This design comes from an exercise in tuning for small area, a short achievable clock period and few clock cycles on the open sky130 flow, not from production work. In this exercise RTL edits were held to simulation tests only and were not proved equivalent to the original. Power figures rest on the tool's default switching activity, not on a simulated workload.

## design/flow/run.sh

```bash
#!/bin/bash
# synth_recipe.tcl (not shown) runs the flow's synth.tcl, then flattens the netlist and writes it again
# the make line also repeats each setting of config.mk as NAME=value (left out here)
make -C /OpenROAD-flow-scripts/flow DESIGN_CONFIG=/design/flow/config.mk WORK_HOME=/design/flow/orfs CLKGATE_MAP_FILE= SYNTH_SCRIPT=/design/flow/synth_recipe.tcl finish
```

## design/flow/config.mk

```make
export PLATFORM = sky130hd
export DESIGN_NAME = RNN
export DESIGN_NICKNAME = RNN
export VERILOG_FILES = /design/flow/design.v
export SDC_FILE = /design/flow/constraint.sdc
export NUM_CORES = 4
export LEC_CHECK = 0
export CAP_MARGIN = 20
export CORE_MARGIN = 2
export CORE_UTILIZATION = 40
export SLEW_MARGIN = 20
```

## design/flow/constraint.sdc

```tcl
create_clock -name core_clock -period 5.0 [get_ports {clk}]
set_input_delay 1.0000 -clock core_clock [delete_from_list [all_inputs] [get_ports {clk}]]
set_output_delay 1.0000 -clock core_clock [all_outputs]
set_load 0.01 [all_outputs]
```

## design/flow/design.v

```verilog
module RNN(clk,reset,busy,ready,i_en,idata,mdata_w,mce,mdata_r,maddr,msel);
input           clk, reset;
input           ready;
input    [31:0] idata;
input    [19:0] mdata_r;
output          busy;
output          i_en;
output          mce;
output   [16:0] maddr;
output   [19:0] mdata_w;
output    [2:0] msel;
integer i;
reg signed [18-1:0] h_old[0:63];
reg signed [18-1:0] h_tmp[0:62];
reg signed [43-1:0] h_new;
reg signed [20:0] adder_d[0:8];
reg signed [23:0] adder_00, adder_01, adder_02, adder_03;
reg signed [20:0] adder_04;
reg signed [28:0] adder_10;
reg signed [28:0] adder_11;
reg signed [20:0] adder_12;
reg signed [37:0] adder_20;
reg signed [20:0] adder_21;
reg signed [38:0] adder_30;
reg signed [39:0] adder_40;
reg signed [19:0] add_data;
reg signed [43-1-16:0] h_round;
reg signed [37-1:0] mul_tmp, mul_tmp1, mul_tmp2, mul_tmp3;
reg mul_on;
reg [8:0] single;
reg [8:0] double;
reg [8:0] neg;
reg signed [19:0] mul_data0,mul_data2;
reg signed [17:0] mul_data1;
reg [31:0] x_data;
reg busy_sig;
reg reset_sig;
reg i_en_sig;
reg [19:0] mdata_w_sig;
reg [2:0] msel_sig;
reg [16:0] maddr_sig;
reg [5:0] address, last_address;
reg [10:0] t_offset;
reg [5:0] h_offset;
reg inited;
reg [2:0] last_stage;
reg [2:0] stage;
reg [10:0] t_count;
reg has_t_count;
reg can_mul;
reg carry_bit;
assign busy = busy_sig;
assign i_en = i_en_sig;
assign mce = busy_sig;
assign mdata_w = mdata_w_sig;
assign msel = msel_sig;
assign maddr = maddr_sig;
always @(posedge clk ) begin
    if (busy_sig&&!has_t_count) begin
        has_t_count <= 1;
        t_count <= mdata_r;
    end
    reset_sig <= reset;
    busy_sig <= inited & !reset_sig & (ready | busy_sig);
    h_new <= h_new + adder_40;
    if ((|h_round[43-2-16:16])&!h_round[43-1-16]) begin
        mdata_w_sig <= 20'h10000;
    end else if ((|(~h_round[43-2-16:16]))&h_round[43-1-16]) begin
        mdata_w_sig <= 20'hf0000;
    end else begin
        mdata_w_sig <= h_round[19:0];
    end
    h_round <= $signed(h_new[43-1:16]) + $signed(adder_40[39:16]) + $signed(add_data) + $signed({1'd0,carry_bit});
    adder_40 <= adder_30 + $signed({add_data,16'd0});
    if (can_mul) begin
        adder_30 <= adder_20 + $signed({adder_21,16'd0});
    end else begin
        adder_30 <=0;
    end
    adder_20 <= adder_10 + $signed({adder_11,8'd0});
    adder_21 <= adder_12;
    adder_10 <= adder_00 + $signed({adder_01,4'd0});
    adder_11 <= adder_02 + $signed({adder_03,4'd0});
    adder_12 <= adder_04;
    adder_00 <= adder_d[0] + $signed({adder_d[1],2'd0});
    adder_01 <= adder_d[2] + $signed({adder_d[3],2'd0});
    adder_02 <= adder_d[4] + $signed({adder_d[5],2'd0});
    adder_03 <= adder_d[6] + $signed({adder_d[7],2'd0});
    adder_04 <= adder_d[8];
    for (i = 0; i < 9; i = i + 1) begin
        adder_d[i] <= (single[i] ? $signed({(neg[i]?-mul_data2:mul_data2)     }) : double[i] ? $signed({(neg[i]?-mul_data2:mul_data2),1'd0}) : $signed(0) );
    end
    neg[0] <= mul_data1[1];
    neg[1] <= mul_data1[3];
    neg[2] <= mul_data1[5];
    neg[3] <= mul_data1[7];
    neg[4] <= mul_data1[9];
    neg[5] <= mul_data1[11];
    neg[6] <= mul_data1[13];
    neg[7] <= mul_data1[15];
    neg[8] <= mul_data1[17];
    single[0] <= 0 ^ mul_data1[0];
    single[1] <= mul_data1[1] ^ mul_data1[2];
    single[2] <= mul_data1[3] ^ mul_data1[4];
    single[3] <= mul_data1[5] ^ mul_data1[6];
    single[4] <= mul_data1[7] ^ mul_data1[8];
    single[5] <= mul_data1[9] ^ mul_data1[10];
    single[6] <= mul_data1[11] ^ mul_data1[12];
    single[7] <= mul_data1[13] ^ mul_data1[14];
    single[8] <= mul_data1[15] ^ mul_data1[16];
    double[0] <= (0 == mul_data1[0]) & (mul_data1[0] ^ mul_data1[1]);
    double[1] <= (mul_data1[1] == mul_data1[2]) & (mul_data1[2] ^ mul_data1[3]);
    double[2] <= (mul_data1[3] == mul_data1[4]) & (mul_data1[4] ^ mul_data1[5]);
    double[3] <= (mul_data1[5] == mul_data1[6]) & (mul_data1[6] ^ mul_data1[7]);
    double[4] <= (mul_data1[7] == mul_data1[8]) & (mul_data1[8] ^ mul_data1[9]);
    double[5] <= (mul_data1[9] == mul_data1[10]) & (mul_data1[10] ^ mul_data1[11]);
    double[6] <= (mul_data1[11] == mul_data1[12]) & (mul_data1[12] ^ mul_data1[13]);
    double[7] <= (mul_data1[13] == mul_data1[14]) & (mul_data1[14] ^ mul_data1[15]);
    double[8] <= (mul_data1[15] == mul_data1[16]) & (mul_data1[16] ^ mul_data1[17]);
    mul_data2 <= mul_data0;
    if (mul_on) begin
        mul_data1 <= h_old[last_address];
    end else begin
        mul_data1 <= 0;
    end
    mul_data0 <= mdata_r;
    add_data <= 0;
    carry_bit <= h_new[15];
    x_data <= idata;
    if(t_count==t_offset) begin
        inited <= 0;
    end
    last_address <= address;
    if (stage == 0) begin
        address <= address + 1;
    end else if(stage == 2) begin
        address <= 32 | (address + 1);
    end else begin
        address <= 0;
    end
    case (last_stage)
        0 : begin
        end
        1 : begin
            add_data <= $signed(mdata_r);
        end
        2 : begin
            if (x_data[last_address[4:0]]) begin
                add_data <= $signed(mdata_r);
            end
        end
        3 : begin
            add_data <= $signed(mdata_r);
        end
        4,5,6 : begin
        end
        7 : begin
            if(h_offset==0) begin
                for (i = 0; i < 63; i = i + 1) begin
                    h_old[i] <= h_tmp[i];
                end
            end
            h_new <= 0;
        end
    endcase
    i_en_sig <= 0;
    case (stage)
        0 : begin
            can_mul <= 1;
            mul_on <= 1;
            msel_sig <= 3'b010;
            maddr_sig <= {h_offset,address};
        end
        1 : begin
            mul_on <= 0;
            if (busy_sig) begin
                msel_sig <= 3'b001;
                maddr_sig <= h_offset;
                if(h_offset == 0) begin
                    i_en_sig <= 1;
                end
            end
        end
        2 : begin
            msel_sig <= 3'b000;
            maddr_sig <= {h_offset,address[4:0]};
        end
        3 : begin
            msel_sig <= 3'b011;
            maddr_sig <= h_offset;
        end
        4,5,6 : begin
        end
        7 : begin
            msel_sig <= 3'b101;
            maddr_sig <= {t_offset,h_offset};
            if((&h_offset)) begin
                t_offset <= t_offset + 1;
                h_old[63] <= mdata_w_sig;
            end else begin
                h_tmp[h_offset] <= mdata_w_sig;
            end
            h_offset <= h_offset + 1;
        end
    endcase
    if (busy_sig) begin
        last_stage <= stage;
        if (stage == 7 && t_offset == 0 && !(&h_offset) ) begin
            stage <= 1;
        end else if (stage[0] || stage[2] || &address[5:0]) begin
            stage <= stage + 1;
        end
    end
    if (reset_sig) begin
        inited <= 1;
        has_t_count <= 0;
        t_count <= -1;
        last_stage <= 0;
        stage <= 1;
        address <= 0;
        msel_sig <= 3'b100;
        maddr_sig <= 0;
        t_offset <= 0;
        h_offset <= 0;
        h_new <= 0;
        mul_on <= 0;
        can_mul <= 0;
        adder_40 <= 0;
    end
end
endmodule
```

==> run notes <==
[metal layers]
| layer | up-vias | global-route usage (%) | wire, um |
|---|---|---|---|
| li1 | 27980 | - | - |
| met1 | 33790 | 34.49 | 142000 |
| met2 | 4317 | 38.93 | 164800 |
| met3 | 781 | 6.591 | 46130 |
| met4 | 16 | 9.719 | 16290 |
| met5 | - | 0 | 95 |
[power groups by stage]
stage	clock (uW)	sequential (uW)	combinational, uW
6_report	23600	30900	7920
5_1_grt	24800	31000	8560
4_1_cts	23800	30900	7870
3_5_place_dp	0	31400	7790
3_3_place_gp	0	31400	7710
2_1_floorplan	0	31000	4770
[per-stage QoR]
stage	instance area, um^2	std cells	util [%]	worst slack [ns]	hold slack (ns)
2_1_floorplan	111600	7005	-	-32.16	0.3096
3_5_place_dp	119600	10890	43.17	0.6696	0.3121
4_1_cts	129900	11460	46.89	0.6781	0.2965
6_report	129900	11470	46.90	0.6280	0.3009
3_3_place_gp	119500	10890	43.16	0.7248	0.3105
5_1_grt	129900	11460	46.90	0.4354	0.3113
[final timing paths]
kind | startpoint | cells past startpoint | endpoint
max | last_address[4] | 8 | mul_data1[16]
min reg2reg | adder_12[3] | 0 | adder_21[3]
min | adder_12[3] | 0 | adder_21[3]
max reg2reg | last_address[4] | 8 | mul_data1[16]
[placed cells by master (no fill, tap or decap), types with 118 or more instances in the layout]
cell / count
a21oi_1: 244
a221oi_1: 123
a22o_1: 120
a22oi_1: 333
buf_4: 271
clkbuf_16: 331
dfxtp_1: 805
edfxtp_1: 2286
ha_1: 286
nand2_1: 295
nand4_1: 118
nor2_1: 290
o21ai_0: 136
o22ai_1: 164
xnor2_1: 166
xor2_1: 242
[layout make-up]
class / count / area, um^2 / share of cell area (%)
Tap cell: 3705 / 4636 / 3.568
Antenna cell: 10 / 25.02 / 0.01926
Timing Repair Buffer: 403 / 3706 / 2.853
Clock buffer: 420 / 8897 / 6.849
Inverter: 73 / 274.0 / 0.2109
Sequential cell: 3110 / 85210 / 65.59
Multi-Input combinational cell: 3595 / 25750 / 19.82
Clock inverter: 149 / 1420 / 1.093
[logic make-up after synthesis]
| kind of cell | count (synthesis) | share of synthesized area (%) |
|---|---|---|
| compound gates | 1449 | 9.108 |
| xor+xnor | 409 | 3.218 |
| fa+ha+maj | 323 | 3.872 |
| buf+inv | 300 | 1.033 |
| flops | 3110 | 76.33 |
| mux | 41 | 0.4846 |
| simple gates | 1373 | 5.953 |
[state kept, by name, summed over array words and instances (netlist names), 21 cells and up]
register,cells
h_old,1152
h_tmp,1134
adder_d,189
h_new,43
adder_40,40
adder_30,39
adder_20,38
x_data,32
adder_10,29
adder_11,29
h_round,27
adder_00,24
adder_01,24
adder_02,24
adder_03,24
adder_04,21
adder_12,21
adder_21,21
[critical path, cell delays in order (launching register included)]
cell and delay (ns):
dfxtp_1 0.63, or2_2 0.62, nor2_2 0.37, buf_4 0.30
a22o_1 0.26, a221oi_1 0.30, nand4_1 0.34, nor3_1 0.93
a21oi_1 0.38
==> impl_metrics.py <==
metrics = {
    "synthesis": {
        "ys_async_sr_fraction_pct": 0,
        "yosys.area.top_type": "edfxtp_1",
        "ys_warn_count": 3,
        "yosysUniqueCellTypes": 73,
        "yosys_register_bits": 3110,
        "synth-edff-count": 2286,
        "synthCells": 7005,
        "yosysMostFrequentCell": "edfxtp_1",
        "syn_avg_cell_area_um2": 15.92,
        "synth_flop_cell": "edfxtp_1",
        "seq_area_frac_synth_pct": 76.33,
        "yosys-top-cells-area": "edfxtp_1 (62%), dfxtp_1 (15%), ha_1 (3.2%), a22oi_1 (2.2%), xor2_1 (1.9%)",
        "ys_top_cells_by_count": "edfxtp_1 (2,286), dfxtp_1 (824), nor2_1 (417)",
        "synth_top_area_share_pct": 61.54,
        "synth_nets": 7383,
        "synth_area_mm2": 0.1115,
    },
    "place": {
        "io_buffers": 97,
        "dp_hpwl_um": 244900,
        "gp_congestion": 0.9255,
    },
    "setup_path": {
        "crit_fanout": 17,
        "startpoint_type": "register",
        "critPathKind": "reg2reg",
        "arrival_ns": 5.00,
        "critPathCaptureType": "register",
        "r2r_slack_ns": 0.63,
        "required_ns": 5.62,
    },
    "clocking": {
        "cts_setup_buffers": 0,
        "postCtsHoldBufs": 0,
        "clockBufferDepth": 4,
        "clock-sinks": 3110,
        "clkTransAtPathRegs_ns": 0.06,
        "cts_resized": 0,
        "tritoncts": "built",
        "insertion_delay_ns": 0.92,
        "cts-root-buf": "clkbuf_16",
        "cts_buffers": 318,
        "h-tree-depth": 5,
    },
    "floorplan": {
        "fp.coreArea_mm2": 0.2770,
        "fp.dieW_um": 532.1,
        "start_util_pct": 40.27,
        "die_height_um": 532.1,
        "num_rows": 193,
        "dieArea_mm2": 0.2831,
        "io_pins": 98,
    },
    "finish": {
        "num-fill-cells": 23480,
        "area_delta_synth_final_pct": 16.47,
        "nNetsFinal": 7879,
        "layout-drive-gt1-share_pct": 12.43,
    },
    "sta": {
        "relSlewSlack_pct": 14.34,
        "finalHoldViolations": 0,
        "tns_ns": 0,
        "tightest_slew_ns": 1.282,
        "fin_crit_sh_pct": 87.44,
        "rsz0062_at_grt": "no",
        "slew_viol_final": 0,
        "fin_crit_ns": 4.372,
        "skew_ns": 0.09940,
        "finalSetupViolations": 0,
        "fmax_mhz": 228.7,
    },
    "pwr": {
        "clock_power_share_pct": 37.8,
        "irDropWorstVdd_mv": 0.2953,
        "pwr_density_cell_mw_per_mm2": 480.2,
        "p_comb_share_pct": 12.7,
        "switching_power_uw": 16300,
        "power.leakage_uw": 0.04514,
        "finalPower_uw": 62380,
        "seqPwrFrac_pct": 49.5,
        "switching_share_pct": 26.13,
        "power.internal_uw": 46080,
    },
    "detailed_routing": {
        "wl_um": 369400,
        "antenna_left": 0,
        "viasPerCell": 5.834,
        "avgRoutedWirePerCell_um": 32.22,
        "dr_total_vias": 66890,
        "dr.pass1.iters": 9,
        "drt_iter0_drc": 9970,
        "drc": 0,
    },
    "hold_path": {
        "hold_class": "reg2reg",
    },
    "global_routing": {
        "grtUsageTotal_pct": 25.37,
        "grt_start_max_net_pins": 66,
        "grt.overflow.total": 0,
        "grt_pass1_wl_um": 503200,
        "antenna_found_initial": 43,
        "grt_pass1_vias": 63000,
    },
    "status": {
        "status": "complete, no violations",
    },
    "run": {
        "cap_violations": 0,
    },
}
Testbench counts, summed over its fixed seeds: cycles 531,888.

-- static timing again, ports no longer ideal --
The flow's constraints put no driver on any port. The routed layout listed below was extracted and timed again, unchanged, in two steps.
Step 1 sets driving cells, clkbuf_16 on the clock port and buf_2 on the other inputs (assumed; they add their load-dependent delay and slew).
Step 2 moves the port delays by t, midway between the first and last clock arrival at a register: inputs arrive t later, outputs are due t later. That takes back most of the time a late clock gives input paths.
a / b / c = no drivers / after step 1 / after step 2; a / b = the first two.
shift t [ns]: 0.970
setup WS [ns]: 0.628 / 0.628 / 0.628
hold slack, ns: 0.301 / 0.301 / 0.301
pins driven straight from the clock port: 1
After both steps this run still meets setup and hold. For this run, drivers alone change the setup slack by 0.000 ns; drivers and shift together by 0.000 ns.
